Context: an optimization exercise on an open-source flow, tuned for small area. The choices shown serve that exercise and are no tape-out recipe. In this exercise RTL edits were held to simulation tests only and were not proved equivalent to the original.

// wavelet_transform
module wavelet_transform #(
    parameter BITS_PER_ELEM = 8,
    parameter TOTAL_FILTERS = 7,
    parameter SUM_TRUNCATION = 8
) (
    input wire clk,
    input wire rst,
    input wire signed [BITS_PER_ELEM - 1:0] i_value,
    input wire i_data_clk,
    input wire [7:0] i_select_output_channel,
    output wire [SUM_TRUNCATION - 1:0] o_multiplexed_wavelet_out,
    output wire o_active,
    output [8:0] io_oeb
);
For scale: ~3800 cells after synthesis, ~37 I/O pins, ~0.048 sq mm of cells after synthesis.
export LEC_CHECK = 0
export CAP_MARGIN = 10
export CORE_MARGIN = 2
export CORE_UTILIZATION = 60
export SLEW_MARGIN = 10
create_clock -name core_clock -period 14.0 [get_ports {clk}]
standard.sh (not shown) runs the stock make flow with config.mk's settings and CLKGATE_MAP_FILE= SYNTH_SCRIPT=/design/flow/synth_recipe.tcl, a recipe that flattens the netlist after the stock synthesis.
==> flow/flow/run.sh <==
#!/bin/bash
# Own flow: the standard synthesis; then fixinv3.py removes the inverters
# synthesis left between cells, mostly around full adders (a full adder is
# self-dual, so some fa cells are flipped to take and give complemented
# signals; some gates are swapped for their inverted-output twins); then
# the standard layout from floorplan to finish on that netlist, with clock
# tree synthesis given the buffer list and sink clustering in flow/cts_args
# and no dummy loads.  Each step's output goes to its own log here.
set -euo pipefail
R=orfs/results/${FLOW_PLATFORM}/wavelet_transform/base
bash standard.sh synth > synth.log 2>&1
cp "$R/1_2_yosys.v" 1_2_yosys.std.v
python3 flow/fixinv3.py 1_2_yosys.std.v "$R/1_2_yosys.v" > fixinv.log 2>&1
rm -f "$R/1_synth.odb" "$R/1_synth.sdc"
CTS="-sink_clustering_enable -repair_clock_nets -dont_use_dummy_load"
if [[ -f flow/cts_args ]]; then CTS="$CTS $(cat flow/cts_args)"; fi
bash standard.sh finish "CTS_ARGS=$CTS" > finish.log 2>&1
Other scripts of this flow, unchanged in this note and not shown: flow/flow/cts_args, flow/flow/fixinv3.py
Then changed:
Settings changed: CORE_UTILIZATION 60 to 50.
Effect: The changed run produced a clean layout; hold slack gains 0.012 ns; sequential share of layout area decreases by 0.26 points; final area came out higher by 0.84%; worst setup slack gains 0.11 ns; synthesized area is unchanged; wire length drops by 2.9%; clock skew goes down by 0.046 ns; fmax climbs by 0.80%.
Then changed:
Settings changed: CORE_UTILIZATION 50 to 70.
Outcome:
- This time the run completed and failed the layout checks on max-slew violations
- fmax decreases by 0.35%
- wire length hardly moves
- global-route usage rises by 12 points
- register-to-register slack degrades by 0.05 ns


== run 1 ==
wavelet_transform again, from the RTL that the note above started with.
clock: 14.0 ns
lec_check: 0
cap_margin: 20
core_margin: 2
core_utilization: 60
slew_margin: 20
==> flow/flow/cts_args <==
-buf_list sky130_fd_sc_hd__clkbuf_8 -sink_clustering_size 15 -sink_clustering_max_diameter 80
Scripts as last shown in full above: flow/flow/run.sh
Other scripts of this flow, unchanged in this note and not shown: flow/flow/fixinv3.py
Run 1 finished all stages; the layout is clean.
Edits applied to the flow inputs when going from run 1 to run 2:
- swapping 20 for 10 in SLEW_MARGIN
- swapping 20 for 10 in CAP_MARGIN
==> flow/flow/cts_args <==
-buf_list {sky130_fd_sc_hd__clkbuf_4 sky130_fd_sc_hd__clkbuf_8} -sink_clustering_size 15 -sink_clustering_max_diameter 80
### Flow results
- On wire length, run 1 and run 2 are neck and neck.
- Run 2: upper clock frequency limit is 0.24 MHz lower than what run 1 reported.
- Looking at final worst-path setup slack, run 2 sits 0.044 ns below run 1.
- Changes observed in run 2 relative to run 1: area added between synthesis and finish down 0.22 points; design area barely changed.
> inputs changed (run 2 -> run 3)
==> flow/flow/cts_args <==
-buf_list sky130_fd_sc_hd__clkbuf_4 sky130_fd_sc_hd__clkbuf_8 -sink_clustering_size 15 -sink_clustering_max_diameter 80
--- outcome ---
- Seen in the log of run 3: STA-0564 during clock tree synthesis, after which the run never completed.
- From run 2 to run 3, number of input and output port buffers inserted did not move at all.
- From run 2 to run 3, total half-perimeter wirelength after legalization and detailed placement did not move at all.
- Going from run 2 to run 3, number of cell rows roughly the same, total cell area at the placement stage roughly the same, effective utilization at floorplan roughly the same.
- Run 3 against run 2: placement-stage worst setup slack shows no meaningful change, number of cells produced by synthesis shows no meaningful change, area after synthesis shows no meaningful change, number of top-level design ports shows no meaningful change.

-- afterwards: timing with drivers on the ports --
No port has a modelled driver above. Below, the same layouts with a new extraction and two added sets of constraints. Step 1 assumes that a clkbuf_16 drives the clock port and a buf_2 every other input. Step 2 times the ports against the registers' clock, not the clock port: input delays grow and output delays shrink by t, the midpoint of the rising clock arrivals with the driver on. Slacks: no drivers / after step 1 / after step 2; pairs: no drivers / after step 1.
run | shift t [ns] | setup slack, ns | worst register clock-pin slew, ns | cell pins on the clock port's net
the first run of note 1 | 0.787 | 0.454 / 0.454 / 0.454 | 0.11 / 0.11 | 1
the second run of note 1 | 0.772 | 0.561 / 0.561 / 0.561 | 0.11 / 0.11 | 1
the third run of note 1 | 0.776 | 0.513 / 0.513 / 0.513 | 0.10 / 0.10 | 1
run 1 | 0.742 | 0.497 / 0.497 / 0.497 | 0.11 / 0.11 | 1
run 2 | 0.787 | 0.454 / 0.454 / 0.454 | 0.11 / 0.11 | 1
